This design comes from an exercise in tuning for small area on the open sky130 flow, not from production work.
In this exercise RTL edits were held to simulation tests only and were not proved equivalent to the original.
Power is estimated from default activity; no workload was simulated.

==> flow/design.v (outline; a module is shown in full before it is edited, if it fits) <==
// module vlt_tab: 359 lines
// module vlt: 541 lines
// module vfa: 1 lines
// module vha: 1 lines
module vlt (
    input clock
  , input reset
  , input important
  , input [8:0] opcode
  , input [9:0] start_ts
  , input [9:0] end_ts
  , input [11:0] prev_vbits
  , output [3:0] iq_shift1
  , output [3:0] iq_shift2
  , output iq_shift1_v
  , output iq_shift2_v
  , output [17:0] iq_vbits
  , output [3:0] rob_shift1
  , output [3:0] rob_shift2
  , output rob_shift1_v
  , output rob_shift2_v
  , output [17:0] rob_vbits
  , output [3:0] lq_shift1
  , output [3:0] lq_shift2
  , output lq_shift1_v
  , output lq_shift2_v
  , output [17:0] lq_vbits
  , output [3:0] sq_shift1
  , output [3:0] sq_shift2
  , output sq_shift1_v
  , output sq_shift2_v
  , output [17:0] sq_vbits
  , output [3:0] instbuff_shift1
  , output [3:0] instbuff_shift2
  , output instbuff_shift1_v
  , output instbuff_shift2_v
  , output [17:0] instbuff_vbits
  , input [11:0] total_qvbits0
  , input [11:0] total_qvbits1
  , input [11:0] total_qvbits2
  , input [11:0] total_qvbits3
  , input [9:0] rf_vbits_adj
  , input rf_vbits_adj_mode
  , input [11:0] total_sq_vbits
  , input [31:0] rf_live_vector
  , input [31:0] rf_kill_vector
  , output [19:0] total_svf
  , output [9:0] counter_iq
  , output [9:0] counter_rob
  , output [9:0] counter_lq
  , output [9:0] counter_sq
  , output [9:0] counter_instbuff
  );
  // ...
==> flow/flow/run.sh <==
#!/bin/bash
# Own layout flow: the standard synthesis (standard.sh, unchanged), then the
# combinational cells between the standard synthesis's registers and adder cells are
# re-mapped by ABC for area (remap.tcl), then the standard layout steps.
# Port buffers use sky130_fd_sc_hd__buf_1.
# Logs: synth.log (standard synthesis), remap.log (yosys/ABC re-map), standard.log (the
# layout steps); each ORFS step also keeps its own log under orfs/logs/.
set -euo pipefail
HERE=$(pwd)
R=$HERE/orfs/results/sky130hd/vlt/base
export BUFFER_PORTS_ARGS="-buffer_cell sky130_fd_sc_hd__buf_1"
bash standard.sh $R/1_2_yosys.v > synth.log 2>&1
cp $R/1_2_yosys.v std_1_2_yosys.v
YOSYS=$FLOW_HOME/../tools/install/yosys/bin/yosys
[ -x "$YOSYS" ] || YOSYS=yosys
LIB=$FLOW_HOME/platforms/sky130hd/lib/sky130_fd_sc_hd__tt_025C_1v80.lib
DU=$(grep -o -- "-dont_use [^ ]*" $HERE/orfs/logs/sky130hd/vlt/base/1_2_yosys.log | sort -u | tr '\n' ' ')
printf 'strash\ndch -f\nmap -a\namap\ntopo\nbuffer -c\nupsize -c\ndnsize -c\n' > area.abc
cat > remap.ys <<Y
read_liberty -ignore_miss_func $LIB
read_verilog std_1_2_yosys.v
hierarchy -top $FLOW_TOP
select -module $FLOW_TOP -list
Y
KEEP=$(grep -o "sky130_fd_sc_hd__[a-z0-9_]*" std_1_2_yosys.v | sort -u | grep -E "__(fa|ha|df|sdf|edf|dl|conb)" | tr '\n' ' ')
cat > remap.ys <<Y
read_liberty -ignore_miss_func $LIB
read_verilog std_1_2_yosys.v
hierarchy -top $FLOW_TOP
setattr -mod -set keep_hierarchy 1 $KEEP
flatten
blackbox $KEEP
delete t:\$scopeinfo
opt_clean -purge
tee -o remap_before.txt stat -liberty $LIB
abc -script area.abc -liberty $LIB $DU -constr $HERE/orfs/objects/sky130hd/vlt/base/abc.constr -D 9000
opt_clean -purge
splitnets
opt_clean -purge
hilomap -singleton -hicell sky130_fd_sc_hd__conb_1 HI -locell sky130_fd_sc_hd__conb_1 LO
insbuf -buf sky130_fd_sc_hd__buf_4 A X
opt_clean -purge
tee -o remap_after.txt stat -liberty $LIB
write_verilog -noattr -nohex -nodec -noexpr remap_1_2_yosys.v
Y
$YOSYS -l remap.log -q remap.ys > /dev/null 2>&1
grep -q "^module $FLOW_TOP" remap_1_2_yosys.v
cp remap_1_2_yosys.v $R/1_2_yosys.v
touch $R/1_2_yosys.v
bash standard.sh > standard.log 2>&1
==> flow/standard.sh <==
#!/bin/bash
# synth_recipe.tcl (not shown) runs the flow's synth.tcl, then flattens the netlist and writes it again
# the make line also repeats each setting of config.mk as NAME=value (left out here)
make -C /OpenROAD-flow-scripts/flow DESIGN_CONFIG=/design/flow/config.mk WORK_HOME=/design/flow/orfs CLKGATE_MAP_FILE= SYNTH_SCRIPT=/design/flow/synth_recipe.tcl "${@:-finish}"
==> flow/config.mk <==
export PLATFORM = sky130hd
export DESIGN_NAME = vlt
export DESIGN_NICKNAME = vlt
export VERILOG_FILES = /design/flow/design.v
export SDC_FILE = /design/flow/constraint.sdc
export NUM_CORES = 4
export LEC_CHECK = 0
export ABC_AREA = 1
export CAP_MARGIN = 20
export CORE_MARGIN = 2
export CORE_UTILIZATION = 40
export PLACE_DENSITY = 0.6
export SLEW_MARGIN = 20
export SYNTH_HIERARCHICAL = 1
export SYNTH_MINIMUM_KEEP_SIZE = 0
==> flow/constraint.sdc <==
create_clock -name core_clock -period 9.0 [get_ports {clock}]
set_input_delay 1.8000 -clock core_clock [delete_from_list [all_inputs] [get_ports {clock}]]
set_output_delay 1.8000 -clock core_clock [all_outputs]
set_load 0.01 [all_outputs]
==> impl_metrics.yaml, run 1 <==
final_layout:
  flops_and_latches: 98
  stdcell_area_um2: 13300
  largest_register_ffs: 32
  n_all_inverters: 194
  layout-drive-gt1-share: 0.0841
power:
  seq_power_share: 0.178
  power_switching_w: 0.00153
  vdd_ir_drop_max_mv: 0.293
  combPwrFrac: 0.705
  power-top-group: "combinational cells"
detailed_routing:
  drc: 0
  dr.pass1.iters: 10
  ant_nets: 0
  dr_wl_met2_um: 17700
  met1_length_um: 14900
synth:
  synthCells: 1287
grt:
  grt.overflow.total: 0
  antenna_found_initial: 1
  top_usage_layer: "met2"
  grt_max_degree: 99
  grt_use_met3: 0.0319
  grt.total_usage: 0.225
critical_path:
  endpoint_kind: "output pin"
  cp-start-kind: "flip-flop"
  crit_path_frequent_cell: "fa_1"
  worstPathArrival_ns: 7.00
  critPathCapture: "sq_vbits[16]"
  cp_num_buf_inv: 4
  cp_max_fo: 6
  crit_required_ns: 7.20
clock_tree:
  ctsResizeCount: 8
  clockRootBuffer: "clkbuf_16"
  postCtsSetupBuffers: 0
  path_clk_slew_ns: 0.08
outcome:
  outcome: "no timing/DRC/antenna violations"
timing:
  fin_setup_tns_ns: 0
  holdWs_ns: 0.506
  fin_ws_ns: 0.204
  finalHoldViolCount: 0
  maxSlewViolCount: 0
place:
  io_buffers: 375
  dp_slack_ns: -0.312
die:
  nWellTaps: 390
==> module vlt, before the edit <==
module vlt (
    input clock
  , input reset
  , input important
  , input [8:0] opcode
  , input [9:0] start_ts
  , input [9:0] end_ts
  , input [11:0] prev_vbits
  , output [3:0] iq_shift1
  , output [3:0] iq_shift2
  , output iq_shift1_v
  , output iq_shift2_v
  , output [17:0] iq_vbits
  , output [3:0] rob_shift1
  , output [3:0] rob_shift2
  , output rob_shift1_v
  , output rob_shift2_v
  , output [17:0] rob_vbits
  , output [3:0] lq_shift1
  , output [3:0] lq_shift2
  , output lq_shift1_v
  , output lq_shift2_v
  , output [17:0] lq_vbits
  , output [3:0] sq_shift1
  , output [3:0] sq_shift2
  , output sq_shift1_v
  , output sq_shift2_v
  , output [17:0] sq_vbits
  , output [3:0] instbuff_shift1
  , output [3:0] instbuff_shift2
  , output instbuff_shift1_v
  , output instbuff_shift2_v
  , output [17:0] instbuff_vbits
  , input [11:0] total_qvbits0
  , input [11:0] total_qvbits1
  , input [11:0] total_qvbits2
  , input [11:0] total_qvbits3
  , input [9:0] rf_vbits_adj
  , input rf_vbits_adj_mode
  , input [11:0] total_sq_vbits
  , input [31:0] rf_live_vector
  , input [31:0] rf_kill_vector
  , output [19:0] total_svf
  , output [9:0] counter_iq
  , output [9:0] counter_rob
  , output [9:0] counter_lq
  , output [9:0] counter_sq
  , output [9:0] counter_instbuff
  );
wire [38:0] t;
vlt_tab u_tab (.x0(important), .x1(opcode[8]), .x2(opcode[7]), .x3(opcode[6]), .x4(opcode[5]), .x5(opcode[4]), .x6(opcode[3]), .x7(opcode[2]), .x8(opcode[1]), .x9(opcode[0]), .f0(t[0]), .f1(t[1]), .f2(t[2]), .f3(t[3]), .f4(t[4]), .f5(t[5]), .f6(t[6]), .f7(t[7]), .f8(t[8]), .f9(t[9]), .f10(t[10]), .f11(t[11]), .f12(t[12]), .f13(t[13]), .f14(t[14]), .f15(t[15]), .f16(t[16]), .f17(t[17]), .f18(t[18]), .f19(t[19]), .f20(t[20]), .f21(t[21]), .f22(t[22]), .f23(t[23]), .f24(t[24]), .c_iq0(t[25]), .c_iq1(t[26]), .c_iq2(t[27]), .c_iq3(t[28]), .c_rob0(t[29]), .c_rob1(t[30]), .c_rob2(t[31]), .c_lsq0(t[32]), .c_lsq1(t[33]), .c_lsq2(t[34]), .c_instbuff0(t[35]), .c_instbuff1(t[36]), .c_instbuff2(t[37]), .c_instbuff3(t[38]));
assign iq_shift1 = {1'b0, t[2], t[1], t[0]};
assign iq_shift2 = {1'b0, t[5], t[4], t[3]};
assign iq_shift1_v = t[2];
assign iq_shift2_v = t[6];
assign rob_shift1 = {1'b0, t[2], t[8], t[7]};
assign rob_shift2 = {1'b0, t[8], 1'b0, t[9]};
assign rob_shift1_v = t[2];
assign rob_shift2_v = t[8];
assign lq_shift1 = {1'b0, t[12], t[11], t[10]};
assign lq_shift2 = {1'b0, t[11], t[13], t[11]};
assign lq_shift1_v = t[12];
assign lq_shift2_v = t[12];
assign sq_shift1 = {1'b0, t[15], t[15], t[14]};
assign sq_shift2 = {1'b0, t[18], t[17], t[16]};
assign sq_shift1_v = t[15];
assign sq_shift2_v = t[15];
assign instbuff_shift1 = {1'b0, t[2], t[20], t[19]};
assign instbuff_shift2 = {1'b0, t[23], t[22], t[21]};
assign instbuff_shift1_v = t[2];
assign instbuff_shift2_v = t[24];
wire [3:0] iq_c = t[28:25];
reg [3:0] iq_cr;
wire [2:0] rob_c = t[31:29];
reg [2:0] rob_cr;
wire [2:0] lsq_c = t[34:32];
reg [2:0] lsq_cr;
wire [3:0] instbuff_c = t[38:35];
reg [3:0] instbuff_cr;
reg [9:0] dur_r; reg [11:0] prev_r; reg [9:0] cnt;
wire [9:0] nstart = ~start_ts;
wire dur_n1, dur_n2; vha u_dur_n1 (end_ts[0], nstart[0], dur_n1, dur_n2);
wire dur_n3, dur_n4; vha u_dur_n3 (end_ts[1], nstart[1], dur_n3, dur_n4);
wire dur_n5, dur_n6; vha u_dur_n5 (end_ts[2], nstart[2], dur_n5, dur_n6);
wire dur_n7, dur_n8; vha u_dur_n7 (end_ts[3], nstart[3], dur_n7, dur_n8);
wire dur_n9, dur_n10; vha u_dur_n9 (end_ts[4], nstart[4], dur_n9, dur_n10);
wire dur_n11, dur_n12; vha u_dur_n11 (end_ts[5], nstart[5], dur_n11, dur_n12);
wire dur_n13, dur_n14; vha u_dur_n13 (end_ts[6], nstart[6], dur_n13, dur_n14);
wire dur_n15, dur_n16; vha u_dur_n15 (end_ts[7], nstart[7], dur_n15, dur_n16);
wire dur_n17, dur_n18; vha u_dur_n17 (end_ts[8], nstart[8], dur_n17, dur_n18);
wire dur_n19, dur_n20; vha u_dur_n19 (end_ts[9], nstart[9], dur_n19, dur_n20);
wire [9:0] dur_sum;
wire dur_n21 = ~dur_n1; wire dur_n22 = dur_n1;
assign dur_sum[0] = dur_n21;
wire dur_n23, dur_n24; vfa u_dur_n23 (dur_n2, dur_n3, dur_n22, dur_n23, dur_n24);
assign dur_sum[1] = dur_n23;
wire dur_n25, dur_n26; vfa u_dur_n25 (dur_n4, dur_n5, dur_n24, dur_n25, dur_n26);
assign dur_sum[2] = dur_n25;
wire dur_n27, dur_n28; vfa u_dur_n27 (dur_n6, dur_n7, dur_n26, dur_n27, dur_n28);
assign dur_sum[3] = dur_n27;
wire dur_n29, dur_n30; vfa u_dur_n29 (dur_n8, dur_n9, dur_n28, dur_n29, dur_n30);
assign dur_sum[4] = dur_n29;
wire dur_n31, dur_n32; vfa u_dur_n31 (dur_n10, dur_n11, dur_n30, dur_n31, dur_n32);
assign dur_sum[5] = dur_n31;
wire dur_n33, dur_n34; vfa u_dur_n33 (dur_n12, dur_n13, dur_n32, dur_n33, dur_n34);
assign dur_sum[6] = dur_n33;
wire dur_n35, dur_n36; vfa u_dur_n35 (dur_n14, dur_n15, dur_n34, dur_n35, dur_n36);
assign dur_sum[7] = dur_n35;
wire dur_n37, dur_n38; vfa u_dur_n37 (dur_n16, dur_n17, dur_n36, dur_n37, dur_n38);
assign dur_sum[8] = dur_n37;
wire dur_n39, dur_n40; vfa u_dur_n39 (dur_n18, dur_n19, dur_n38, dur_n39, dur_n40);
assign dur_sum[9] = dur_n39;
wire [9:0] cnt_sum;
wire cnt_n41 = ~cnt[0]; wire cnt_n42 = cnt[0];
assign cnt_sum[0] = cnt_n41;
wire cnt_n43, cnt_n44; vha u_cnt_n43 (cnt[1], cnt_n42, cnt_n43, cnt_n44);
assign cnt_sum[1] = cnt_n43;
wire cnt_n45, cnt_n46; vha u_cnt_n45 (cnt[2], cnt_n44, cnt_n45, cnt_n46);
assign cnt_sum[2] = cnt_n45;
wire cnt_n47, cnt_n48; vha u_cnt_n47 (cnt[3], cnt_n46, cnt_n47, cnt_n48);
assign cnt_sum[3] = cnt_n47;
wire cnt_n49, cnt_n50; vha u_cnt_n49 (cnt[4], cnt_n48, cnt_n49, cnt_n50);
assign cnt_sum[4] = cnt_n49;
wire cnt_n51, cnt_n52; vha u_cnt_n51 (cnt[5], cnt_n50, cnt_n51, cnt_n52);
assign cnt_sum[5] = cnt_n51;
wire cnt_n53, cnt_n54; vha u_cnt_n53 (cnt[6], cnt_n52, cnt_n53, cnt_n54);
assign cnt_sum[6] = cnt_n53;
wire cnt_n55, cnt_n56; vha u_cnt_n55 (cnt[7], cnt_n54, cnt_n55, cnt_n56);
assign cnt_sum[7] = cnt_n55;
wire cnt_n57, cnt_n58; vha u_cnt_n57 (cnt[8], cnt_n56, cnt_n57, cnt_n58);
assign cnt_sum[8] = cnt_n57;
wire cnt_n59, cnt_n60; vha u_cnt_n59 (cnt[9], cnt_n58, cnt_n59, cnt_n60);
assign cnt_sum[9] = cnt_n59;
always @(posedge clock) begin
  if (reset) begin
    prev_r <= 12'd0; cnt <= 10'd0; dur_r <= 10'd0;
    iq_cr <= 4'd0;
    rob_cr <= 3'd0;
    lsq_cr <= 3'd0;
    instbuff_cr <= 4'd0;
  end else begin
    prev_r <= prev_vbits; cnt <= cnt_sum; dur_r <= dur_sum;
    iq_cr <= iq_c;
    rob_cr <= rob_c;
    lsq_cr <= lsq_c;
    instbuff_cr <= instbuff_c;
  end
end
assign counter_iq = cnt;
assign counter_rob = cnt;
assign counter_lq = cnt;
assign counter_sq = cnt;
assign counter_instbuff = cnt;
wire iq_a1 = (iq_cr == 4'd4) | (iq_cr == 4'd10);
wire iq_a2 = (iq_cr == 4'd1) | (iq_cr == 4'd8);
wire iq_a4 = (iq_cr == 4'd14);
wire iq_a8 = (iq_cr == 4'd3) | (iq_cr == 4'd5) | (iq_cr == 4'd11);
wire iq_a32 = (iq_cr == 4'd2) | (iq_cr == 4'd13);
wire iq_a128 = (iq_cr == 4'd9) | (iq_cr == 4'd12);
wire iq_b16 = (iq_cr == 4'd2) | (iq_cr == 4'd5);
wire iq_b32 = (iq_cr == 4'd1) | (iq_cr == 4'd3) | (iq_cr == 4'd4) | (iq_cr == 4'd7) | (iq_cr == 4'd12) | (iq_cr == 4'd14);
wire iq_b64 = (iq_cr == 4'd6) | (iq_cr == 4'd8) | (iq_cr == 4'd9) | (iq_cr == 4'd10) | (iq_cr == 4'd11) | (iq_cr == 4'd13);
wire [17:0] iq_ta = ({18{iq_a1}} & ({8'd0, dur_r} << 0)) | ({18{iq_a2}} & ({8'd0, dur_r} << 1)) | ({18{iq_a4}} & ({8'd0, dur_r} << 2)) | ({18{iq_a8}} & ({8'd0, dur_r} << 3)) | ({18{iq_a32}} & ({8'd0, dur_r} << 5)) | ({18{iq_a128}} & ({8'd0, dur_r} << 7));
wire [17:0] iq_tb = ({18{iq_b16}} & ({8'd0, dur_r} << 4)) | ({18{iq_b32}} & ({8'd0, dur_r} << 5)) | ({18{iq_b64}} & ({8'd0, dur_r} << 6));
wire iq_n61, iq_n62; vha u_iq_n61 (iq_ta[4], iq_tb[4], iq_n61, iq_n62);
wire iq_n63, iq_n64; vfa u_iq_n63 (iq_ta[5], iq_tb[5], prev_r[5], iq_n63, iq_n64);
wire iq_n65, iq_n66; vfa u_iq_n65 (iq_ta[6], iq_tb[6], prev_r[6], iq_n65, iq_n66);
wire iq_n67, iq_n68; vfa u_iq_n67 (iq_ta[7], iq_tb[7], prev_r[7], iq_n67, iq_n68);
wire iq_n69, iq_n70; vfa u_iq_n69 (iq_ta[8], iq_tb[8], prev_r[8], iq_n69, iq_n70);
wire iq_n71, iq_n72; vfa u_iq_n71 (iq_ta[9], iq_tb[9], prev_r[9], iq_n71, iq_n72);
wire iq_n73, iq_n74; vfa u_iq_n73 (iq_ta[10], iq_tb[10], prev_r[10], iq_n73, iq_n74);
wire iq_n75, iq_n76; vfa u_iq_n75 (iq_ta[11], iq_tb[11], prev_r[11], iq_n75, iq_n76);
wire iq_n77, iq_n78; vha u_iq_n77 (iq_ta[12], iq_tb[12], iq_n77, iq_n78);
wire iq_n79, iq_n80; vha u_iq_n79 (iq_ta[13], iq_tb[13], iq_n79, iq_n80);
wire iq_n81, iq_n82; vha u_iq_n81 (iq_ta[14], iq_tb[14], iq_n81, iq_n82);
wire iq_n83, iq_n84; vha u_iq_n83 (iq_ta[15], iq_tb[15], iq_n83, iq_n84);
wire [17:0] iq_sum;
wire iq_n85, iq_n86; vha u_iq_n85 (iq_ta[0], prev_r[0], iq_n85, iq_n86);
wire iq_n87, iq_n88; vfa u_iq_n87 (iq_ta[1], prev_r[1], iq_n86, iq_n87, iq_n88);
wire iq_n89, iq_n90; vfa u_iq_n89 (iq_ta[2], prev_r[2], iq_n88, iq_n89, iq_n90);
wire iq_n91, iq_n92; vfa u_iq_n91 (iq_ta[3], prev_r[3], iq_n90, iq_n91, iq_n92);
wire iq_n93, iq_n94; vfa u_iq_n93 (prev_r[4], iq_n61, iq_n92, iq_n93, iq_n94);
wire iq_n95, iq_n96; vfa u_iq_n95 (iq_n62, iq_n63, iq_n94, iq_n95, iq_n96);
wire iq_n97, iq_n98; vfa u_iq_n97 (iq_n64, iq_n65, iq_n96, iq_n97, iq_n98);
wire iq_n99, iq_n100; vfa u_iq_n99 (iq_n66, iq_n67, iq_n98, iq_n99, iq_n100);
wire iq_n101, iq_n102; vfa u_iq_n101 (iq_n68, iq_n69, iq_n100, iq_n101, iq_n102);
wire iq_n103, iq_n104; vfa u_iq_n103 (iq_n70, iq_n71, iq_n102, iq_n103, iq_n104);
assign iq_sum[0] = iq_n85;
assign iq_sum[1] = iq_n87;
assign iq_sum[2] = iq_n89;
assign iq_sum[3] = iq_n91;
assign iq_sum[4] = iq_n93;
assign iq_sum[5] = iq_n95;
assign iq_sum[6] = iq_n97;
assign iq_sum[7] = iq_n99;
assign iq_sum[8] = iq_n101;
assign iq_sum[9] = iq_n103;
wire iq_n105, iq_n106; vha u_iq_n105 (iq_n72, iq_n73, iq_n105, iq_n106);
wire iq_n107, iq_n108; vfa u_iq_n107 (iq_n74, iq_n75, iq_n106, iq_n107, iq_n108);
wire iq_n109, iq_n110; vfa u_iq_n109 (iq_n76, iq_n77, iq_n108, iq_n109, iq_n110);
wire iq_n111, iq_n112; vfa u_iq_n111 (iq_n78, iq_n79, iq_n110, iq_n111, iq_n112);
wire iq_n113, iq_n114; vfa u_iq_n113 (iq_n80, iq_n81, iq_n112, iq_n113, iq_n114);
wire iq_n115, iq_n116; vfa u_iq_n115 (iq_n82, iq_n83, iq_n114, iq_n115, iq_n116);
wire iq_n117, iq_n118; vfa u_iq_n117 (iq_ta[16], iq_n84, iq_n116, iq_n117, iq_n118);
assign iq_sum[10] = iq_n105 ^ iq_n104;
wire iq_n119 = iq_n104 & iq_n105;
assign iq_sum[11] = iq_n107 ^ iq_n119;
wire iq_n120 = iq_n119 & iq_n107;
assign iq_sum[12] = iq_n109 ^ iq_n120;
wire iq_n121 = iq_n120 & iq_n109;
assign iq_sum[13] = iq_n111 ^ iq_n121;
wire iq_n122 = iq_n121 & iq_n111;
assign iq_sum[14] = iq_n113 ^ iq_n122;
wire iq_n123 = iq_n122 & iq_n113;
assign iq_sum[15] = iq_n115 ^ iq_n123;
wire iq_n124 = iq_n123 & iq_n115;
assign iq_sum[16] = iq_n117 ^ iq_n124;
wire iq_n125 = iq_n124 & iq_n117;
assign iq_sum[17] = iq_n118 ^ iq_n125;
wire iq_n126 = iq_n125 & iq_n118;
assign iq_vbits = iq_sum;
wire rob_a64 = (rob_cr == 3'd2) | (rob_cr == 3'd3);
wire rob_b16 = (rob_cr == 3'd2) | (rob_cr == 3'd4);
wire rob_b32 = (rob_cr == 3'd1) | (rob_cr == 3'd3);
wire [17:0] rob_ta = ({18{rob_a64}} & ({8'd0, dur_r} << 6));
wire [17:0] rob_tb = ({18{rob_b16}} & ({8'd0, dur_r} << 4)) | ({18{rob_b32}} & ({8'd0, dur_r} << 5));
wire rob_n127, rob_n128; vha u_rob_n127 (rob_ta[6], rob_tb[6], rob_n127, rob_n128);
wire rob_n129, rob_n130; vfa u_rob_n129 (rob_ta[7], rob_tb[7], prev_r[7], rob_n129, rob_n130);
wire rob_n131, rob_n132; vfa u_rob_n131 (rob_ta[8], rob_tb[8], prev_r[8], rob_n131, rob_n132);
wire rob_n133, rob_n134; vfa u_rob_n133 (rob_ta[9], rob_tb[9], prev_r[9], rob_n133, rob_n134);
wire rob_n135, rob_n136; vfa u_rob_n135 (rob_ta[10], rob_tb[10], prev_r[10], rob_n135, rob_n136);
wire rob_n137, rob_n138; vfa u_rob_n137 (rob_ta[11], rob_tb[11], prev_r[11], rob_n137, rob_n138);
wire rob_n139, rob_n140; vha u_rob_n139 (rob_ta[12], rob_tb[12], rob_n139, rob_n140);
wire rob_n141, rob_n142; vha u_rob_n141 (rob_ta[13], rob_tb[13], rob_n141, rob_n142);
wire rob_n143, rob_n144; vha u_rob_n143 (rob_ta[14], rob_tb[14], rob_n143, rob_n144);
wire [17:0] rob_sum;
assign rob_sum[0] = prev_r[0];
assign rob_sum[1] = prev_r[1];
assign rob_sum[2] = prev_r[2];
assign rob_sum[3] = prev_r[3];
wire rob_n145, rob_n146; vha u_rob_n145 (rob_tb[4], prev_r[4], rob_n145, rob_n146);
assign rob_sum[4] = rob_n145;
wire rob_n147, rob_n148; vfa u_rob_n147 (rob_tb[5], prev_r[5], rob_n146, rob_n147, rob_n148);
assign rob_sum[5] = rob_n147;
wire rob_n149, rob_n150; vfa u_rob_n149 (prev_r[6], rob_n127, rob_n148, rob_n149, rob_n150);
assign rob_sum[6] = rob_n149;
wire rob_n151, rob_n152; vfa u_rob_n151 (rob_n128, rob_n129, rob_n150, rob_n151, rob_n152);
assign rob_sum[7] = rob_n151;
wire rob_n153, rob_n154; vfa u_rob_n153 (rob_n130, rob_n131, rob_n152, rob_n153, rob_n154);
assign rob_sum[8] = rob_n153;
wire rob_n155, rob_n156; vfa u_rob_n155 (rob_n132, rob_n133, rob_n154, rob_n155, rob_n156);
assign rob_sum[9] = rob_n155;
wire rob_n157, rob_n158; vfa u_rob_n157 (rob_n134, rob_n135, rob_n156, rob_n157, rob_n158);
assign rob_sum[10] = rob_n157;
wire rob_n159, rob_n160; vfa u_rob_n159 (rob_n136, rob_n137, rob_n158, rob_n159, rob_n160);
assign rob_sum[11] = rob_n159;
wire rob_n161, rob_n162; vfa u_rob_n161 (rob_n138, rob_n139, rob_n160, rob_n161, rob_n162);
assign rob_sum[12] = rob_n161;
wire rob_n163, rob_n164; vfa u_rob_n163 (rob_n140, rob_n141, rob_n162, rob_n163, rob_n164);
assign rob_sum[13] = rob_n163;
wire rob_n165, rob_n166; vfa u_rob_n165 (rob_n142, rob_n143, rob_n164, rob_n165, rob_n166);
assign rob_sum[14] = rob_n165;
wire rob_n167, rob_n168; vfa u_rob_n167 (rob_ta[15], rob_n144, rob_n166, rob_n167, rob_n168);
assign rob_sum[15] = rob_n167;
assign rob_sum[16] = rob_n168;
assign rob_sum[17] = 1'b0;
assign rob_vbits = rob_sum;
wire lsq_a4 = (lsq_cr == 3'd4);
wire lsq_a64 = (lsq_cr == 3'd1) | (lsq_cr == 3'd2) | (lsq_cr == 3'd5) | (lsq_cr == 3'd7);
wire lsq_a128 = (lsq_cr == 3'd3) | (lsq_cr == 3'd6);
wire lsq_b8 = (lsq_cr == 3'd2);
wire lsq_b16 = (lsq_cr == 3'd3) | (lsq_cr == 3'd4) | (lsq_cr == 3'd7);
wire lsq_b32 = (lsq_cr == 3'd1) | (lsq_cr == 3'd5) | (lsq_cr == 3'd6);
wire [17:0] lsq_ta = ({18{lsq_a4}} & ({8'd0, dur_r} << 2)) | ({18{lsq_a64}} & ({8'd0, dur_r} << 6)) | ({18{lsq_a128}} & ({8'd0, dur_r} << 7));
wire [17:0] lsq_tb = ({18{lsq_b8}} & ({8'd0, dur_r} << 3)) | ({18{lsq_b16}} & ({8'd0, dur_r} << 4)) | ({18{lsq_b32}} & ({8'd0, dur_r} << 5));
wire lsq_n169, lsq_n170; vha u_lsq_n169 (lsq_ta[3], lsq_tb[3], lsq_n169, lsq_n170);
wire lsq_n171, lsq_n172; vfa u_lsq_n171 (lsq_ta[4], lsq_tb[4], prev_r[4], lsq_n171, lsq_n172);
wire lsq_n173, lsq_n174; vfa u_lsq_n173 (lsq_ta[5], lsq_tb[5], prev_r[5], lsq_n173, lsq_n174);
wire lsq_n175, lsq_n176; vfa u_lsq_n175 (lsq_ta[6], lsq_tb[6], prev_r[6], lsq_n175, lsq_n176);
wire lsq_n177, lsq_n178; vfa u_lsq_n177 (lsq_ta[7], lsq_tb[7], prev_r[7], lsq_n177, lsq_n178);
wire lsq_n179, lsq_n180; vfa u_lsq_n179 (lsq_ta[8], lsq_tb[8], prev_r[8], lsq_n179, lsq_n180);
wire lsq_n181, lsq_n182; vfa u_lsq_n181 (lsq_ta[9], lsq_tb[9], prev_r[9], lsq_n181, lsq_n182);
wire lsq_n183, lsq_n184; vfa u_lsq_n183 (lsq_ta[10], lsq_tb[10], prev_r[10], lsq_n183, lsq_n184);
wire lsq_n185, lsq_n186; vfa u_lsq_n185 (lsq_ta[11], lsq_tb[11], prev_r[11], lsq_n185, lsq_n186);
wire lsq_n187, lsq_n188; vha u_lsq_n187 (lsq_ta[12], lsq_tb[12], lsq_n187, lsq_n188);
wire lsq_n189, lsq_n190; vha u_lsq_n189 (lsq_ta[13], lsq_tb[13], lsq_n189, lsq_n190);
wire lsq_n191, lsq_n192; vha u_lsq_n191 (lsq_ta[14], lsq_tb[14], lsq_n191, lsq_n192);
wire [17:0] lsq_sum;
assign lsq_sum[0] = prev_r[0];
assign lsq_sum[1] = prev_r[1];
wire lsq_n193, lsq_n194; vha u_lsq_n193 (lsq_ta[2], prev_r[2], lsq_n193, lsq_n194);
assign lsq_sum[2] = lsq_n193;
wire lsq_n195, lsq_n196; vfa u_lsq_n195 (prev_r[3], lsq_n169, lsq_n194, lsq_n195, lsq_n196);
assign lsq_sum[3] = lsq_n195;
wire lsq_n197, lsq_n198; vfa u_lsq_n197 (lsq_n170, lsq_n171, lsq_n196, lsq_n197, lsq_n198);
assign lsq_sum[4] = lsq_n197;
wire lsq_n199, lsq_n200; vfa u_lsq_n199 (lsq_n172, lsq_n173, lsq_n198, lsq_n199, lsq_n200);
assign lsq_sum[5] = lsq_n199;
wire lsq_n201, lsq_n202; vfa u_lsq_n201 (lsq_n174, lsq_n175, lsq_n200, lsq_n201, lsq_n202);
assign lsq_sum[6] = lsq_n201;
wire lsq_n203, lsq_n204; vfa u_lsq_n203 (lsq_n176, lsq_n177, lsq_n202, lsq_n203, lsq_n204);
assign lsq_sum[7] = lsq_n203;
wire lsq_n205, lsq_n206; vfa u_lsq_n205 (lsq_n178, lsq_n179, lsq_n204, lsq_n205, lsq_n206);
assign lsq_sum[8] = lsq_n205;
wire lsq_n207, lsq_n208; vfa u_lsq_n207 (lsq_n180, lsq_n181, lsq_n206, lsq_n207, lsq_n208);
assign lsq_sum[9] = lsq_n207;
wire lsq_n209, lsq_n210; vfa u_lsq_n209 (lsq_n182, lsq_n183, lsq_n208, lsq_n209, lsq_n210);
assign lsq_sum[10] = lsq_n209;
wire lsq_n211, lsq_n212; vfa u_lsq_n211 (lsq_n184, lsq_n185, lsq_n210, lsq_n211, lsq_n212);
assign lsq_sum[11] = lsq_n211;
wire lsq_n213, lsq_n214; vfa u_lsq_n213 (lsq_n186, lsq_n187, lsq_n212, lsq_n213, lsq_n214);
assign lsq_sum[12] = lsq_n213;
wire lsq_n215, lsq_n216; vfa u_lsq_n215 (lsq_n188, lsq_n189, lsq_n214, lsq_n215, lsq_n216);
assign lsq_sum[13] = lsq_n215;
wire lsq_n217, lsq_n218; vfa u_lsq_n217 (lsq_n190, lsq_n191, lsq_n216, lsq_n217, lsq_n218);
assign lsq_sum[14] = lsq_n217;
wire lsq_n219, lsq_n220; vfa u_lsq_n219 (lsq_ta[15], lsq_n192, lsq_n218, lsq_n219, lsq_n220);
assign lsq_sum[15] = lsq_n219;
wire lsq_n221, lsq_n222; vha u_lsq_n221 (lsq_ta[16], lsq_n220, lsq_n221, lsq_n222);
assign lsq_sum[16] = lsq_n221;
assign lsq_sum[17] = lsq_n222;
wire lsq_on0 = (lsq_cr == 3'd1) | (lsq_cr == 3'd4) | (lsq_cr == 3'd6);
wire lsq_on1 = (lsq_cr == 3'd2) | (lsq_cr == 3'd3) | (lsq_cr == 3'd5) | (lsq_cr == 3'd7);
assign lq_vbits = (lsq_on1) ? {6'd0, prev_r} : lsq_sum;
assign sq_vbits = (lsq_on0) ? {6'd0, prev_r} : lsq_sum;
wire instbuff_a1 = (instbuff_cr == 4'd6);
wire instbuff_a4 = (instbuff_cr == 4'd4);
wire instbuff_a8 = (instbuff_cr == 4'd1) | (instbuff_cr == 4'd2);
wire instbuff_a16 = (instbuff_cr == 4'd5) | (instbuff_cr == 4'd8);
wire instbuff_a64 = (instbuff_cr == 4'd3) | (instbuff_cr == 4'd7);
wire instbuff_b16 = (instbuff_cr == 4'd1) | (instbuff_cr == 4'd4);
wire instbuff_b32 = (instbuff_cr == 4'd2) | (instbuff_cr == 4'd5) | (instbuff_cr == 4'd6) | (instbuff_cr == 4'd7);
wire instbuff_b64 = (instbuff_cr == 4'd3) | (instbuff_cr == 4'd8);
wire [17:0] instbuff_ta = ({18{instbuff_a1}} & ({8'd0, dur_r} << 0)) | ({18{instbuff_a4}} & ({8'd0, dur_r} << 2)) | ({18{instbuff_a8}} & ({8'd0, dur_r} << 3)) | ({18{instbuff_a16}} & ({8'd0, dur_r} << 4)) | ({18{instbuff_a64}} & ({8'd0, dur_r} << 6));
wire [17:0] instbuff_tb = ({18{instbuff_b16}} & ({8'd0, dur_r} << 4)) | ({18{instbuff_b32}} & ({8'd0, dur_r} << 5)) | ({18{instbuff_b64}} & ({8'd0, dur_r} << 6));
wire [17:0] instbuff_sum;
assign instbuff_sum[0] = instbuff_ta[0];
assign instbuff_sum[1] = instbuff_ta[1];
assign instbuff_sum[2] = instbuff_ta[2];
assign instbuff_sum[3] = instbuff_ta[3];
wire instbuff_n223, instbuff_n224; vha u_instbuff_n223 (instbuff_ta[4], instbuff_tb[4], instbuff_n223, instbuff_n224);
assign instbuff_sum[4] = instbuff_n223;
wire instbuff_n225, instbuff_n226; vfa u_instbuff_n225 (instbuff_ta[5], instbuff_tb[5], instbuff_n224, instbuff_n225, instbuff_n226);
assign instbuff_sum[5] = instbuff_n225;
wire instbuff_n227, instbuff_n228; vfa u_instbuff_n227 (instbuff_ta[6], instbuff_tb[6], instbuff_n226, instbuff_n227, instbuff_n228);
assign instbuff_sum[6] = instbuff_n227;
wire instbuff_n229, instbuff_n230; vfa u_instbuff_n229 (instbuff_ta[7], instbuff_tb[7], instbuff_n228, instbuff_n229, instbuff_n230);
assign instbuff_sum[7] = instbuff_n229;
wire instbuff_n231, instbuff_n232; vfa u_instbuff_n231 (instbuff_ta[8], instbuff_tb[8], instbuff_n230, instbuff_n231, instbuff_n232);
assign instbuff_sum[8] = instbuff_n231;
wire instbuff_n233, instbuff_n234; vfa u_instbuff_n233 (instbuff_ta[9], instbuff_tb[9], instbuff_n232, instbuff_n233, instbuff_n234);
assign instbuff_sum[9] = instbuff_n233;
wire instbuff_n235, instbuff_n236; vfa u_instbuff_n235 (instbuff_ta[10], instbuff_tb[10], instbuff_n234, instbuff_n235, instbuff_n236);
assign instbuff_sum[10] = instbuff_n235;
wire instbuff_n237, instbuff_n238; vfa u_instbuff_n237 (instbuff_ta[11], instbuff_tb[11], instbuff_n236, instbuff_n237, instbuff_n238);
assign instbuff_sum[11] = instbuff_n237;
wire instbuff_n239, instbuff_n240; vfa u_instbuff_n239 (instbuff_ta[12], instbuff_tb[12], instbuff_n238, instbuff_n239, instbuff_n240);
assign instbuff_sum[12] = instbuff_n239;
wire instbuff_n241, instbuff_n242; vfa u_instbuff_n241 (instbuff_ta[13], instbuff_tb[13], instbuff_n240, instbuff_n241, instbuff_n242);
assign instbuff_sum[13] = instbuff_n241;
wire instbuff_n243, instbuff_n244; vfa u_instbuff_n243 (instbuff_ta[14], instbuff_tb[14], instbuff_n242, instbuff_n243, instbuff_n244);
assign instbuff_sum[14] = instbuff_n243;
wire instbuff_n245, instbuff_n246; vfa u_instbuff_n245 (instbuff_ta[15], instbuff_tb[15], instbuff_n244, instbuff_n245, instbuff_n246);
assign instbuff_sum[15] = instbuff_n245;
assign instbuff_sum[16] = instbuff_n246;
assign instbuff_sum[17] = 1'b0;
assign instbuff_vbits = instbuff_sum;
reg [31:0] live; reg [19:0] svf;
wire nm = ~rf_vbits_adj_mode;
wire [9:0] adjx = rf_vbits_adj ^ {10{nm}};
wire svfa_n247, svfa_n248; vfa u_svfa_n247 (svf[6], total_qvbits0[6], total_qvbits1[6], svfa_n247, svfa_n248);
wire svfa_n249, svfa_n250; vfa u_svfa_n249 (total_qvbits2[6], total_qvbits3[6], total_sq_vbits[6], svfa_n249, svfa_n250);
wire svfa_n251, svfa_n252; vfa u_svfa_n251 (adjx[6], live[0], live[1], svfa_n251, svfa_n252);
wire svfa_n253, svfa_n254; vfa u_svfa_n253 (live[2], live[3], live[4], svfa_n253, svfa_n254);
wire svfa_n255, svfa_n256; vfa u_svfa_n255 (live[5], live[6], live[7], svfa_n255, svfa_n256);
wire svfa_n257, svfa_n258; vha u_svfa_n257 (live[8], live[9], svfa_n257, svfa_n258);
wire svfa_n259, svfa_n260; vfa u_svfa_n259 (live[10], live[11], live[12], svfa_n259, svfa_n260);
wire svfa_n261, svfa_n262; vfa u_svfa_n261 (live[13], live[14], live[15], svfa_n261, svfa_n262);
wire svfa_n263, svfa_n264; vfa u_svfa_n263 (live[16], live[17], live[18], svfa_n263, svfa_n264);
wire svfa_n265, svfa_n266; vfa u_svfa_n265 (live[19], live[20], live[21], svfa_n265, svfa_n266);
wire svfa_n267, svfa_n268; vha u_svfa_n267 (live[22], live[23], svfa_n267, svfa_n268);
wire svfa_n269, svfa_n270; vfa u_svfa_n269 (live[24], live[25], live[26], svfa_n269, svfa_n270);
wire svfa_n271, svfa_n272; vfa u_svfa_n271 (live[27], live[28], live[29], svfa_n271, svfa_n272);
wire svfa_n273, svfa_n274; vfa u_svfa_n273 (live[30], live[31], svfa_n247, svfa_n273, svfa_n274);
wire svfa_n275, svfa_n276; vfa u_svfa_n275 (svf[7], total_qvbits0[7], total_qvbits1[7], svfa_n275, svfa_n276);
wire svfa_n277, svfa_n278; vfa u_svfa_n277 (total_qvbits2[7], total_qvbits3[7], total_sq_vbits[7], svfa_n277, svfa_n278);
wire svfa_n279, svfa_n280; vfa u_svfa_n279 (adjx[7], svfa_n248, svfa_n250, svfa_n279, svfa_n280);
wire svfa_n281, svfa_n282; vfa u_svfa_n281 (svfa_n252, svfa_n254, svfa_n256, svfa_n281, svfa_n282);
wire svfa_n283, svfa_n284; vfa u_svfa_n283 (svfa_n249, svfa_n251, svfa_n253, svfa_n283, svfa_n284);
wire svfa_n285, svfa_n286; vfa u_svfa_n285 (svfa_n255, svfa_n257, svfa_n259, svfa_n285, svfa_n286);
wire svfa_n287, svfa_n288; vfa u_svfa_n287 (svfa_n258, svfa_n260, svfa_n262, svfa_n287, svfa_n288);
wire svfa_n289, svfa_n290; vfa u_svfa_n289 (svfa_n264, svfa_n266, svfa_n268, svfa_n289, svfa_n290);
wire svfa_n291, svfa_n292; vfa u_svfa_n291 (svfa_n270, svfa_n272, svfa_n274, svfa_n291, svfa_n292);
wire svfa_n293, svfa_n294; vfa u_svfa_n293 (svf[8], total_qvbits0[8], total_qvbits1[8], svfa_n293, svfa_n294);
wire svfa_n295, svfa_n296; vfa u_svfa_n295 (total_qvbits2[8], total_qvbits3[8], total_sq_vbits[8], svfa_n295, svfa_n296);
wire svfa_n297, svfa_n298; vha u_svfa_n297 (adjx[8], svfa_n276, svfa_n297, svfa_n298);
wire svfa_n299, svfa_n300; vha u_svfa_n299 (svf[9], total_qvbits0[9], svfa_n299, svfa_n300);
wire svfa_n301, svfa_n302; vfa u_svfa_n301 (svf[0], total_qvbits0[0], total_qvbits1[0], svfa_n301, svfa_n302);
wire svfa_n303, svfa_n304; vfa u_svfa_n303 (svf[1], total_qvbits0[1], total_qvbits1[1], svfa_n303, svfa_n304);
wire svfa_n305, svfa_n306; vfa u_svfa_n305 (svf[2], total_qvbits0[2], total_qvbits1[2], svfa_n305, svfa_n306);
wire svfa_n307, svfa_n308; vfa u_svfa_n307 (svf[3], total_qvbits0[3], total_qvbits1[3], svfa_n307, svfa_n308);
wire svfa_n309, svfa_n310; vfa u_svfa_n309 (svf[4], total_qvbits0[4], total_qvbits1[4], svfa_n309, svfa_n310);
wire svfa_n311, svfa_n312; vfa u_svfa_n311 (svf[5], total_qvbits0[5], total_qvbits1[5], svfa_n311, svfa_n312);
wire svfa_n313, svfa_n314; vfa u_svfa_n313 (svfa_n261, svfa_n263, svfa_n265, svfa_n313, svfa_n314);
wire svfa_n315, svfa_n316; vfa u_svfa_n315 (svfa_n267, svfa_n269, svfa_n271, svfa_n315, svfa_n316);
wire svfa_n317, svfa_n318; vfa u_svfa_n317 (svfa_n275, svfa_n277, svfa_n279, svfa_n317, svfa_n318);
wire svfa_n319, svfa_n320; vfa u_svfa_n319 (svfa_n281, svfa_n284, svfa_n286, svfa_n319, svfa_n320);
wire svfa_n321, svfa_n322; vha u_svfa_n321 (svfa_n287, svfa_n289, svfa_n321, svfa_n322);
wire svfa_n323, svfa_n324; vfa u_svfa_n323 (svfa_n278, svfa_n280, svfa_n282, svfa_n323, svfa_n324);
wire svfa_n325, svfa_n326; vfa u_svfa_n325 (svfa_n288, svfa_n290, svfa_n292, svfa_n325, svfa_n326);
wire svfa_n327, svfa_n328; vfa u_svfa_n327 (svfa_n293, svfa_n295, svfa_n297, svfa_n327, svfa_n328);
wire svfa_n329, svfa_n330; vfa u_svfa_n329 (total_qvbits1[9], total_qvbits2[9], total_qvbits3[9], svfa_n329, svfa_n330);
wire svfa_n331, svfa_n332; vfa u_svfa_n331 (total_sq_vbits[9], adjx[9], svfa_n294, svfa_n331, svfa_n332);
wire svfa_n333, svfa_n334; vfa u_svfa_n333 (svfa_n296, svfa_n298, svfa_n299, svfa_n333, svfa_n334);
wire svfa_n335, svfa_n336; vfa u_svfa_n335 (svf[10], total_qvbits0[10], total_qvbits1[10], svfa_n335, svfa_n336);
wire svfa_n337, svfa_n338; vfa u_svfa_n337 (total_qvbits2[10], total_qvbits3[10], total_sq_vbits[10], svfa_n337, svfa_n338);
wire svfa_n339 = ~(rf_vbits_adj_mode ^ svfa_n300); wire svfa_n340 = rf_vbits_adj_mode | svfa_n300;
wire svfa_n341, svfa_n342; vfa u_svfa_n341 (svf[11], total_qvbits0[11], total_qvbits1[11], svfa_n341, svfa_n342);
wire svfa_n343, svfa_n344; vfa u_svfa_n343 (total_qvbits2[11], total_qvbits3[11], total_sq_vbits[11], svfa_n343, svfa_n344);
wire svfa_n345, svfa_n346; vfa u_svfa_n345 (total_qvbits2[0], total_qvbits3[0], total_sq_vbits[0], svfa_n345, svfa_n346);
wire svfa_n347, svfa_n348; vfa u_svfa_n347 (total_qvbits2[1], total_qvbits3[1], total_sq_vbits[1], svfa_n347, svfa_n348);
wire svfa_n349, svfa_n350; vha u_svfa_n349 (adjx[1], svfa_n302, svfa_n349, svfa_n350);
wire svfa_n351, svfa_n352; vfa u_svfa_n351 (total_qvbits2[2], total_qvbits3[2], total_sq_vbits[2], svfa_n351, svfa_n352);
wire svfa_n353, svfa_n354; vfa u_svfa_n353 (adjx[2], svfa_n304, svfa_n305, svfa_n353, svfa_n354);
wire svfa_n355, svfa_n356; vfa u_svfa_n355 (total_qvbits2[3], total_qvbits3[3], total_sq_vbits[3], svfa_n355, svfa_n356);
wire svfa_n357, svfa_n358; vfa u_svfa_n357 (adjx[3], svfa_n306, svfa_n307, svfa_n357, svfa_n358);
wire svfa_n359, svfa_n360; vfa u_svfa_n359 (total_qvbits2[4], total_qvbits3[4], total_sq_vbits[4], svfa_n359, svfa_n360);
wire svfa_n361, svfa_n362; vfa u_svfa_n361 (adjx[4], svfa_n308, svfa_n309, svfa_n361, svfa_n362);
wire svfa_n363, svfa_n364; vfa u_svfa_n363 (total_qvbits2[5], total_qvbits3[5], total_sq_vbits[5], svfa_n363, svfa_n364);
wire svfa_n365, svfa_n366; vfa u_svfa_n365 (adjx[5], svfa_n310, svfa_n311, svfa_n365, svfa_n366);
wire svfa_n367, svfa_n368; vfa u_svfa_n367 (svfa_n273, svfa_n283, svfa_n285, svfa_n367, svfa_n368);
wire svfa_n369, svfa_n370; vfa u_svfa_n369 (svfa_n312, svfa_n313, svfa_n315, svfa_n369, svfa_n370);
wire svfa_n371, svfa_n372; vfa u_svfa_n371 (svfa_n291, svfa_n314, svfa_n316, svfa_n371, svfa_n372);
wire svfa_n373, svfa_n374; vfa u_svfa_n373 (svfa_n317, svfa_n319, svfa_n321, svfa_n373, svfa_n374);
wire svfa_n375, svfa_n376; vfa u_svfa_n375 (svfa_n318, svfa_n320, svfa_n322, svfa_n375, svfa_n376);
wire svfa_n377, svfa_n378; vfa u_svfa_n377 (svfa_n323, svfa_n325, svfa_n327, svfa_n377, svfa_n378);
wire svfa_n379, svfa_n380; vfa u_svfa_n379 (svfa_n324, svfa_n326, svfa_n328, svfa_n379, svfa_n380);
wire svfa_n381, svfa_n382; vfa u_svfa_n381 (svfa_n329, svfa_n331, svfa_n333, svfa_n381, svfa_n382);
wire svfa_n383, svfa_n384; vfa u_svfa_n383 (svfa_n330, svfa_n332, svfa_n334, svfa_n383, svfa_n384);
wire svfa_n385, svfa_n386; vfa u_svfa_n385 (svfa_n335, svfa_n337, svfa_n339, svfa_n385, svfa_n386);
wire svfa_n387, svfa_n388; vfa u_svfa_n387 (svfa_n336, svfa_n338, svfa_n340, svfa_n387, svfa_n388);
wire svfa_n389 = ~(svfa_n341 ^ svfa_n343); wire svfa_n390 = svfa_n341 | svfa_n343;
wire svfa_n391, svfa_n392; vfa u_svfa_n391 (svf[12], svfa_n342, svfa_n344, svfa_n391, svfa_n392);
wire svfa_n393, svfa_n394; vha u_svfa_n393 (adjx[0], nm, svfa_n393, svfa_n394);
wire svfa_n395, svfa_n396; vfa u_svfa_n395 (svfa_n303, svfa_n346, svfa_n347, svfa_n395, svfa_n396);
wire svfa_n397, svfa_n398; vfa u_svfa_n397 (svfa_n348, svfa_n350, svfa_n351, svfa_n397, svfa_n398);
wire svfa_n399, svfa_n400; vfa u_svfa_n399 (svfa_n352, svfa_n354, svfa_n355, svfa_n399, svfa_n400);
wire svfa_n401, svfa_n402; vfa u_svfa_n401 (svfa_n356, svfa_n358, svfa_n359, svfa_n401, svfa_n402);
wire svfa_n403, svfa_n404; vfa u_svfa_n403 (svfa_n360, svfa_n362, svfa_n363, svfa_n403, svfa_n404);
wire svfa_n405, svfa_n406; vfa u_svfa_n405 (svfa_n364, svfa_n366, svfa_n367, svfa_n405, svfa_n406);
wire svfa_n407, svfa_n408; vfa u_svfa_n407 (svfa_n368, svfa_n370, svfa_n371, svfa_n407, svfa_n408);
wire svfa_n409, svfa_n410; vfa u_svfa_n409 (svfa_n372, svfa_n374, svfa_n375, svfa_n409, svfa_n410);
wire svfa_n411, svfa_n412; vfa u_svfa_n411 (svfa_n376, svfa_n378, svfa_n379, svfa_n411, svfa_n412);
wire svfa_n413, svfa_n414; vfa u_svfa_n413 (svfa_n380, svfa_n382, svfa_n383, svfa_n413, svfa_n414);
wire svfa_n415, svfa_n416; vfa u_svfa_n415 (svfa_n384, svfa_n386, svfa_n387, svfa_n415, svfa_n416);
wire svfa_n417, svfa_n418; vfa u_svfa_n417 (svfa_n388, svfa_n390, svfa_n391, svfa_n417, svfa_n418);
wire svfa_n419, svfa_n420; vha u_svfa_n419 (svf[13], svfa_n392, svfa_n419, svfa_n420);
wire svfa_n421, svfa_n422; vha u_svfa_n421 (svfa_n301, svfa_n345, svfa_n421, svfa_n422);
wire svfa_n423, svfa_n424; vfa u_svfa_n423 (svfa_n349, svfa_n394, svfa_n395, svfa_n423, svfa_n424);
wire svfa_n425, svfa_n426; vfa u_svfa_n425 (svfa_n353, svfa_n396, svfa_n397, svfa_n425, svfa_n426);
wire svfa_n427, svfa_n428; vfa u_svfa_n427 (svfa_n357, svfa_n398, svfa_n399, svfa_n427, svfa_n428);
wire svfa_n429, svfa_n430; vfa u_svfa_n429 (svfa_n361, svfa_n400, svfa_n401, svfa_n429, svfa_n430);
wire svfa_n431, svfa_n432; vfa u_svfa_n431 (svfa_n365, svfa_n402, svfa_n403, svfa_n431, svfa_n432);
wire svfa_n433, svfa_n434; vfa u_svfa_n433 (svfa_n369, svfa_n404, svfa_n405, svfa_n433, svfa_n434);
wire svfa_n435, svfa_n436; vfa u_svfa_n435 (svfa_n373, svfa_n406, svfa_n407, svfa_n435, svfa_n436);
wire svfa_n437, svfa_n438; vfa u_svfa_n437 (svfa_n377, svfa_n408, svfa_n409, svfa_n437, svfa_n438);
wire svfa_n439, svfa_n440; vfa u_svfa_n439 (svfa_n381, svfa_n410, svfa_n411, svfa_n439, svfa_n440);
wire svfa_n441, svfa_n442; vfa u_svfa_n441 (svfa_n385, svfa_n412, svfa_n413, svfa_n441, svfa_n442);
wire svfa_n443, svfa_n444; vfa u_svfa_n443 (svfa_n389, svfa_n414, svfa_n415, svfa_n443, svfa_n444);
wire svfa_n445 = ~(svfa_n416 ^ svfa_n417); wire svfa_n446 = svfa_n416 | svfa_n417;
wire svfa_n447 = ~(svfa_n418 ^ svfa_n419); wire svfa_n448 = svfa_n418 | svfa_n419;
wire svfa_n449 = ~(svf[14] ^ svfa_n420); wire svfa_n450 = svf[14] | svfa_n420;
wire svfa_n451 = ~svf[15]; wire svfa_n452 = svf[15];
wire svfa_n453 = ~svf[16]; wire svfa_n454 = svf[16];
wire svfa_n455 = ~svf[17]; wire svfa_n456 = svf[17];
wire svfa_n457 = ~svf[18]; wire svfa_n458 = svf[18];
wire svfa_n459 = ~svf[19]; wire svfa_n460 = svf[19];
wire [19:0] svfa_sum;
wire svfa_n461, svfa_n462; vha u_svfa_n461 (svfa_n393, svfa_n421, svfa_n461, svfa_n462);
wire svfa_n463, svfa_n464; vfa u_svfa_n463 (svfa_n422, svfa_n423, svfa_n462, svfa_n463, svfa_n464);
wire svfa_n465, svfa_n466; vfa u_svfa_n465 (svfa_n424, svfa_n425, svfa_n464, svfa_n465, svfa_n466);
wire svfa_n467, svfa_n468; vfa u_svfa_n467 (svfa_n426, svfa_n427, svfa_n466, svfa_n467, svfa_n468);
wire svfa_n469, svfa_n470; vfa u_svfa_n469 (svfa_n428, svfa_n429, svfa_n468, svfa_n469, svfa_n470);
wire svfa_n471, svfa_n472; vfa u_svfa_n471 (svfa_n430, svfa_n431, svfa_n470, svfa_n471, svfa_n472);
wire svfa_n473, svfa_n474; vfa u_svfa_n473 (svfa_n432, svfa_n433, svfa_n472, svfa_n473, svfa_n474);
assign svfa_sum[0] = svfa_n461;
assign svfa_sum[1] = svfa_n463;
assign svfa_sum[2] = svfa_n465;
assign svfa_sum[3] = svfa_n467;
assign svfa_sum[4] = svfa_n469;
assign svfa_sum[5] = svfa_n471;
assign svfa_sum[6] = svfa_n473;
wire svfa_n475, svfa_n476; vha u_svfa_n475 (svfa_n434, svfa_n435, svfa_n475, svfa_n476);
wire svfa_n477, svfa_n478; vfa u_svfa_n477 (svfa_n436, svfa_n437, svfa_n476, svfa_n477, svfa_n478);
wire svfa_n479, svfa_n480; vfa u_svfa_n479 (svfa_n438, svfa_n439, svfa_n478, svfa_n479, svfa_n480);
wire svfa_n481, svfa_n482; vfa u_svfa_n481 (svfa_n440, svfa_n441, svfa_n480, svfa_n481, svfa_n482);
wire svfa_n483, svfa_n484; vfa u_svfa_n483 (svfa_n442, svfa_n443, svfa_n482, svfa_n483, svfa_n484);
wire svfa_n485, svfa_n486; vfa u_svfa_n485 (svfa_n444, svfa_n445, svfa_n484, svfa_n485, svfa_n486);
wire svfa_n487, svfa_n488; vfa u_svfa_n487 (svfa_n446, svfa_n447, svfa_n486, svfa_n487, svfa_n488);
assign svfa_sum[7] = svfa_n475 ^ svfa_n474;
wire svfa_n489 = svfa_n474 & svfa_n475;
assign svfa_sum[8] = svfa_n477 ^ svfa_n489;
wire svfa_n490 = svfa_n489 & svfa_n477;
assign svfa_sum[9] = svfa_n479 ^ svfa_n490;
wire svfa_n491 = svfa_n490 & svfa_n479;
assign svfa_sum[10] = svfa_n481 ^ svfa_n491;
wire svfa_n492 = svfa_n491 & svfa_n481;
assign svfa_sum[11] = svfa_n483 ^ svfa_n492;
wire svfa_n493 = svfa_n492 & svfa_n483;
assign svfa_sum[12] = svfa_n485 ^ svfa_n493;
wire svfa_n494 = svfa_n493 & svfa_n485;
assign svfa_sum[13] = svfa_n487 ^ svfa_n494;
wire svfa_n495 = svfa_n494 & svfa_n487;
wire svfa_n496 = svfa_n488 | svfa_n495;
wire svfa_n497, svfa_n498; vha u_svfa_n497 (svfa_n448, svfa_n449, svfa_n497, svfa_n498);
wire svfa_n499, svfa_n500; vfa u_svfa_n499 (svfa_n450, svfa_n451, svfa_n498, svfa_n499, svfa_n500);
wire svfa_n501, svfa_n502; vfa u_svfa_n501 (svfa_n452, svfa_n453, svfa_n500, svfa_n501, svfa_n502);
wire svfa_n503, svfa_n504; vfa u_svfa_n503 (svfa_n454, svfa_n455, svfa_n502, svfa_n503, svfa_n504);
wire svfa_n505, svfa_n506; vfa u_svfa_n505 (svfa_n456, svfa_n457, svfa_n504, svfa_n505, svfa_n506);
wire svfa_n507, svfa_n508; vfa u_svfa_n507 (svfa_n458, svfa_n459, svfa_n506, svfa_n507, svfa_n508);
assign svfa_sum[14] = svfa_n497 ^ svfa_n496;
wire svfa_n509 = svfa_n496 & svfa_n497;
assign svfa_sum[15] = svfa_n499 ^ svfa_n509;
wire svfa_n510 = svfa_n509 & svfa_n499;
assign svfa_sum[16] = svfa_n501 ^ svfa_n510;
wire svfa_n511 = svfa_n510 & svfa_n501;
assign svfa_sum[17] = svfa_n503 ^ svfa_n511;
wire svfa_n512 = svfa_n511 & svfa_n503;
assign svfa_sum[18] = svfa_n505 ^ svfa_n512;
wire svfa_n513 = svfa_n512 & svfa_n505;
assign svfa_sum[19] = svfa_n507 ^ svfa_n513;
wire svfa_n514 = svfa_n513 & svfa_n507;
always @(posedge clock) begin
  if (reset) begin live <= 32'd0; svf <= 20'd0; end
  else begin
    live <= (live & ~rf_kill_vector) | rf_live_vector;
    svf <= svfa_sum;
  end
end
assign total_svf = svf;
endmodule
==> run 2, diff against run 1 <==
--- a/flow/design.v
+++ b/flow/design.v
@@ -492,19 +492,20 @@
 assign cnt_sum[9] = cnt_n59;
 always @(posedge clock) begin
   if (reset) begin
-    prev_r <= 12'd0; cnt <= 10'd0; dur_r <= 10'd0;
+    prev_r <= 12'd0; cnt <= 10'd0;
     iq_cr <= 4'd0;
     rob_cr <= 3'd0;
     lsq_cr <= 3'd0;
     instbuff_cr <= 4'd0;
   end else begin
-    prev_r <= prev_vbits; cnt <= cnt_sum; dur_r <= dur_sum;
+    prev_r <= prev_vbits; cnt <= cnt_sum;
     iq_cr <= iq_c;
     rob_cr <= rob_c;
     lsq_cr <= lsq_c;
     instbuff_cr <= instbuff_c;
   end
 end
+always @(posedge clock) dur_r <= dur_sum;
 assign counter_iq = cnt;
 assign counter_rob = cnt;
 assign counter_lq = cnt;
==> run 2 against run 1 <==
Net effect:
- sequential power increased by 4.1%
- synthesized cell count decreased by 0.70%
- power is 8.0% higher
- non-clock buffer count increased by 10
==> impl_metrics.yaml, run 2 <==
clock_tree:
  hold_buffers: 0
  cts_buffers: 9
  clock_path_buffers: 2
  cts_tree: "built"
  clockRootBuffer: "clkbuf_16"
  path_clk_slew_ns: 0.08
  cts_sinks: 98
  clk_latency_ns: 0.36
  cts_htree_levels: 3
die:
  fp.coreArea_um2: 28900
  io_pins: 389
  die_area_um2: 30800
  die_w_um: 175
  die_y_um: 175
  start_util: 0.407
  rows: 62
timing:
  worst_pin_slew_ns: 1.00
  clock_skew_ns: 0.0107
  fin_crit_ns: 8.76
  fmax_mhz: 114
  fin_ws_ns: 0.242
  rsz0062_at_grt: "no"
  slew-limit-headroom: 0.331
  finalHoldViolCount: 0
  min_period_over_period: 0.973
  fin_setup_tns_ns: 0
  maxSlewViolCount: 0
  final-setup-viol-count: 0
power:
  p_leak_nw: 6.07
  power-per-cell-area_nw_per_um2: 281
  vdd_ir_drop_max_mv: 0.251
grt:
  grt.overflow.total: 0
  grt_max_degree: 62
  grt_pass1_wl_um: 56600
  grt.total_usage: 0.236
  antenna_found_initial: 0
  grt_pass1_vias: 10300
final_layout:
  layout_commonest_cell: "buf_1"
  layout-drive-gt1-share: 0.0795
  syn_to_final_growth_pct: 12.3
  largest_register_ffs: 32
  top_regs: "live: 32 flops, svf: 20 flops, prev_r: 12 flops"
  nFillCells: 2942
  stdcell_area_um2: 13200
  fin_nets: 1991
  final_cell_mix: "buf_1, inv_1, fa_1"
  largest-register: "live"
  fin_util: 0.458
  stdcell_count: 1932
  antennaDiodeCount: 0
critical_path:
  cp-start-kind: "input port"
  worst_path_largest_cell_delay_ns: 0.58
  reg2reg_setup_slack_ns: 1.37
  r2r-start: "svf[6]$_SDFF_PP0_"
  cp_num_buf_inv: 1
  cp-startpoint: "total_qvbits0[6]"
  reg2regPathDepth: 21
  crit_required_ns: 9.23
  worstPathArrival_ns: 8.99
  critPathCapture: "svf[18]$_SDFF_PP0_"
  r2r_end: "svf[18]$_SDFF_PP0_"
  crit_cells: 22
  critical-path-top-delay-family: "adder cells"
  critical_path.slowest_cell: "fa_1"
  crit_path_frequent_cell: "fa_1"
  cp_max_fo: 1
  worstSetupPathType: "in2reg"
  worstPathCellList: "buf_1, fa_1, fa_1, fa_1, fa_1, fa_1, fa_1, ha_1, fa_1, fa_1, fa_1, fa_1, fa_1, fa_1, ha_1, or2_2, ha_1, ha_1, ha_1, ha_1, ha_1, nor2b_1"
  endpoint_kind: "flip-flop"
place:
  dp_slack_ns: -0.271
  placed_area_um2: 12800
  hpwlAfterDp_um: 29800
  place_inst: 1914
  globalplace.congestion: 1.01
  io_buffers: 375
detailed_routing:
  drt_iter0_drc: 955
  ant_nets: 0
  dr.pass1.iters: 10
  avgRoutedWirePerCell_um: 18.5
  viasPerCell: 5.25
  wirelength_um: 35700
  dr_total_vias: 10100
  drc: 0
worst_hold_path:
  hp-class: "reg2reg"
synth:
  synthCells: 1278
  syn_area_um2: 11800
  syn_avg_cell_area_um2: 9.20
  synth_warnings: 7
outcome:
  outcome: "no timing/DRC/antenna violations"
flow_run:
  cap_violations: 0
[run 2: final cells by class]
| type | count | area, um^2 | area share |
|---|---|---|---|
| Multi-Input combinational cell | 813 | 7950 | 0.602 |
| Clock inverter | 7 | 61.3 | 0.00464 |
| Sequential cell | 98 | 1970 | 0.149 |
| Timing Repair Buffer | 424 | 1780 | 0.135 |
| Clock buffer | 9 | 225 | 0.0171 |
| Tap cell | 384 | 480 | 0.0364 |
| Inverter | 197 | 742 | 0.0562 |
[run 2: stage by stage]
stage | hold slack [ns] | power (W)
2_1_floorplan | 0.450 | 0.00275
3_3_place_gp | 0.490 | 0.00329
3_5_place_dp | 0.496 | 0.00336
4_1_cts | 0.516 | 0.00379
5_1_grt | 0.541 | 0.00424
6_report | 0.510 | 0.00371
[run 2: worst min-delay path by stage]
| stage | depth (start not counted) | to | slack, ns | from |
|---|---|---|---|---|
| after global routing | 2 | live[9]$_SDFF_PP0_ | 0.54 | live[9]$_SDFF_PP0_ |
| after global placement | 2 | live[26]$_SDFF_PP0_ | 0.49 | live[26]$_SDFF_PP0_ |
| final | 2 | live[26]$_SDFF_PP0_ | 0.51 | live[26]$_SDFF_PP0_ |
| after CTS | 2 | live[26]$_SDFF_PP0_ | 0.52 | live[26]$_SDFF_PP0_ |
| after detailed placement | 2 | live[26]$_SDFF_PP0_ | 0.50 | live[26]$_SDFF_PP0_ |
| after floorplan | 1 | cnt[0]$_SDFF_PP0_ | 0.45 | cnt[0]$_SDFF_PP0_ |
[run 2: worst min-delay path, cell delays in order, from the launching register on]
cell and delay (ns):
dfxtp_1 0.35, a21oi_1 0.07, nor2_1 0.06
[run 2: routing by layer]
metal | track usage | part of all wire
met5 | 0 | 0
met4 | 0.0875 | 0.034
met3 | 0.0305 | 0.070
met2 | 0.389 | 0.47
met1 | 0.317 | 0.43
[run 2: timing repair]
item | 4_1_cts | 5_1_grt
buffers inserted | 2 | 0
setup endpoints to repair | 6 | 9
pin swaps | 2 | 0
resized for setup | 12 | 13
[run 2: power breakdown]
group          switching [W]  internal (W)  total (W)
registers           0.000105      0.000533   0.000638
clock network       0.000194      0.000193   0.000387
logic                0.00140       0.00129    0.00268
total                0.00169       0.00201    0.00371

-- what the ideal ports hide --
The flow's constraints put no driver on any port. The routed layouts listed below were extracted and timed again, unchanged, in two steps. Step 1: set_driving_cell puts a clkbuf_16 on clock and a buf_2 on each other input, an assumption about the parent block. Step 2, shift: input delay + t, output delay - t, t = (earliest + latest rising clock arrival at the registers) / 2. This alone moves slack from input paths to output paths. a / b / c = ideal ports / drivers / drivers and shift; a / b = the first two.
run | shift t [ns] | setup slack, ns | hold slack, ns
run 1 | 0.396 | 0.204 / 0.159 / -0.127 | 0.506 / 0.506 / 0.506
run 2 | 0.399 | 0.242 / 0.269 / -0.130 | 0.510 / 0.510 / 0.510
With both steps, setup timing fails in run 1 and run 2, where it was met with ideal ports. The setup slack of run 2, which loses most, moves by +0.027 ns with the drivers and by -0.372 ns with both steps.
